Source: an optimization exercise on an open RTL-to-GDS flow (aim: a short achievable clock period). Production flows keep margins and buffers that such runs may drop. RTL that was checked went through simulation tests only; none was proved equivalent to the original. No activity file was given, so power comes from the tool's default toggle rates.

==> module GPU, before the edit <==
module GPU(
    input gpu_clk,
    input rst,
    output reg h_sync,
    output reg v_sync,
    output reg color,
    output reg [8:0] address,
    input [639:0] data
    );
    reg [31:0] lo0, lo1, lo2, lo3, lo4;   
    reg [26:0] grp;                       
    reg        le;                        
    reg [8:0]  v;                         
    wire [31:0] lo_init = 32'd2;          
    always @(posedge gpu_clk) begin
        if (rst) begin
            lo0 <= lo_init;
            lo1 <= lo_init;
            lo2 <= lo_init;
            lo3 <= lo_init;
            lo4 <= lo_init;
            grp <= 27'd1;
            le <= 1'b0;
        end else begin
            if (le) begin
                lo0 <= lo_init;
                lo1 <= lo_init;
                lo2 <= lo_init;
                lo3 <= lo_init;
                lo4 <= lo_init;
                grp <= 27'd1;
            end else begin
                lo0 <= {lo0[30:0], lo0[31]};
                lo1 <= {lo1[30:0], lo1[31]};
                lo2 <= {lo2[30:0], lo2[31]};
                lo3 <= {lo3[30:0], lo3[31]};
                lo4 <= {lo4[30:0], lo4[31]};
                if (lo0[31])
                    grp <= {grp[25:0], 1'b0};
            end
            le <= grp[26] & lo0[8];       
        end
    end
    wire [639:0] sel = {lo4, lo4, lo4, lo4, lo3, lo3, lo3, lo3,
                        lo2, lo2, lo2, lo2, lo1, lo1, lo1, lo1,
                        lo0, lo0, lo0, lo0};
    wire [319:0] p_n;
    gpu_nand2 u_p0 (.a(data[1]), .b(sel[1]), .y(p_n[0]));
    genvar i;
    generate
        for (i = 1; i < 320; i = i + 1) begin : g_pair
            gpu_a22oi u (.a1(data[2*i]), .a2(sel[2*i]),
                         .b1(data[2*i+1]), .b2(sel[2*i+1]), .y(p_n[i]));
        end
    endgenerate
    wire [79:0] o8, o8_n;
    generate
        for (i = 0; i < 80; i = i + 1) begin : g_o8
            gpu_nand4 u (.a(p_n[4*i]), .b(p_n[4*i+1]), .c(p_n[4*i+2]),
                         .d(p_n[4*i+3]), .y(o8[i]));
            gpu_inv ui (.a(o8[i]), .y(o8_n[i]));
        end
    endgenerate
    wire [19:0] o32, o32_n;
    generate
        for (i = 0; i < 20; i = i + 1) begin : g_o32
            gpu_a41oi u (.a1(o8_n[4*i]), .a2(o8_n[4*i+1]), .a3(o8_n[4*i+2]),
                         .a4(o8_n[4*i+3]), .b1(~grp[i]), .y(o32[i]));
            gpu_inv ui (.a(o32[i]), .y(o32_n[i]));
        end
    endgenerate
    wire [4:0] o128;
    generate
        for (i = 0; i < 5; i = i + 1) begin : g_o128
            gpu_nand4 u (.a(o32_n[4*i]), .b(o32_n[4*i+1]), .c(o32_n[4*i+2]),
                         .d(o32_n[4*i+3]), .y(o128[i]));
        end
    endgenerate
    wire [3:0] q_n;
    gpu_inv u_q0 (.a(o128[0]), .y(q_n[0]));
    gpu_inv u_q1 (.a(o128[1]), .y(q_n[1]));
    gpu_inv u_q2 (.a(o128[2]), .y(q_n[2]));
    gpu_nor2 u_q3 (.a(o128[3]), .b(o128[4]), .y(q_n[3]));
    wire color_d;
    gpu_a41oi u_c (.a1(q_n[0]), .a2(q_n[1]), .a3(q_n[2]), .a4(q_n[3]),
                   .b1(rst), .y(color_d));
    always @(posedge gpu_clk) begin
        color <= color_d;
        if (rst) begin
            v <= 9'd1;
            address <= 9'd0;
            h_sync <= 1'b0;
            v_sync <= 1'b0;
        end else begin
            h_sync <= (grp[22] & lo0[17]) | (grp[0] & lo0[1]) |
                      (h_sync & ~(grp[20] & lo0[17]));
            v_sync <= (v > 9'd481) && (v <= 9'd484);
            if (le) begin
                if (v == 9'd501) begin
                    v <= 9'd1;
                    address <= 9'd0;
                end else begin
                    v <= v + 9'd1;
                    address <= v;
                end
            end
        end
    end
endmodule
Settings: LEC_CHECK=0, CAP_MARGIN=20, CORE_AREA=4 4 196 196, CTS_CLUSTER_DIAMETER=120, CTS_CLUSTER_SIZE=18, DIE_AREA=0 0 200 200, SETUP_SLACK_MARGIN=1.5, SLEW_MARGIN=20, SYNTH_HIERARCHICAL=1, SYNTH_MINIMUM_KEEP_SIZE=0; clock period 3.4 ns.
standard.sh (not shown) runs the stock make flow with config.mk's settings and CLKGATE_MAP_FILE= SYNTH_SCRIPT=/design/flow/synth_recipe.tcl, a recipe that flattens the netlist after the stock synthesis.
==> flow/flow/run.sh <==
#!/bin/bash
# Standard ORFS layout with stronger port buffers, free cell sizing and
# pins packed one track apart.
set -euo pipefail
bash standard.sh finish \
  "BUFFER_PORTS_ARGS=-buffer_cell sky130_fd_sc_hd__buf_4" \
  MATCH_CELL_FOOTPRINT=0 \
  SETUP_SLACK_MARGIN=2.5 \
  "PLACE_PINS_ARGS=-min_distance 1 -min_distance_in_tracks" \
  > run_make.log 2>&1
Change:
--- a/flow/design.v
+++ b/flow/design.v
@@ -83,28 +83,22 @@
     gpu_nor2 u_q3 (.a(o128[3]), .b(o128[4]), .y(q_n[3]));
     wire color_d;
     gpu_a41oi u_c (.a1(q_n[0]), .a2(q_n[1]), .a3(q_n[2]), .a4(q_n[3]),
                    .b1(rst), .y(color_d));
+    wire [8:0] v_next = le ? ((v == 9'd501) ? 9'd1 : v + 9'd1) : v;
+    wire h_blank = (grp[20] & |lo0[31:17]) | grp[21] | (grp[22] & |lo0[16:0]);
     always @(posedge gpu_clk) begin
         color <= color_d;
         if (rst) begin
             v <= 9'd1;
             address <= 9'd0;
             h_sync <= 1'b0;
             v_sync <= 1'b0;
         end else begin
-            h_sync <= (grp[22] & lo0[17]) | (grp[0] & lo0[1]) |
-                      (h_sync & ~(grp[20] & lo0[17]));
+            h_sync <= ~h_blank;
             v_sync <= (v > 9'd481) && (v <= 9'd484);
-            if (le) begin
-                if (v == 9'd501) begin
-                    v <= 9'd1;
-                    address <= 9'd0;
-                end else begin
-                    v <= v + 9'd1;
-                    address <= v;
-                end
-            end
+            v <= v_next;
+            address <= v_next - 9'd1;
         end
     end
 endmodule
 module gpu_a22oi(input a1, input a2, input b1, input b2, output y);
Effect: Worst setup slack degrades by 0.56 ns. Design area climbs by 1.4%. Wire length stays flat. Clock power stays flat. Combinational power rises by 3.0%. Utilization goes up by 0.72 points. Power is higher by 0.67%. Register-to-register slack is worse by 0.57 ns. Final cell count goes up by 2.2%. Die area is unchanged. Non-clock buffer count increases by 18. Area after synthesis climbs by 2.2%. Clock skew decreases by 0.0055 ns.
For the second run of this note, only the layout was checked, not whether the RTL still works.

-- static timing again, ports no longer ideal --
The flow's constraints put no driver on any port. The routed layouts listed below were extracted and timed again, unchanged, in two steps.
Step 1 assumes that a clkbuf_16 drives the clock port and a buf_2 every other input.
Step 2 moves the port delays by t, midway between the first and last clock arrival at a register: inputs arrive t later, outputs are due t later. That takes back most of the time a late clock gives input paths.
Three values: ideal, step 1, step 2; two values: the first two.
run	t, ns	slack for setup (ns)	worst setup path after step 2
the first run	0.522	1.774 / 1.724 / 1.347	input to register
the second run	0.526	1.217 / 1.217 / 1.217	register to register
After both steps every run listed still meets setup and hold. For the first run, which loses most, drivers alone change the setup slack by -0.050 ns; drivers and shift together by -0.427 ns.
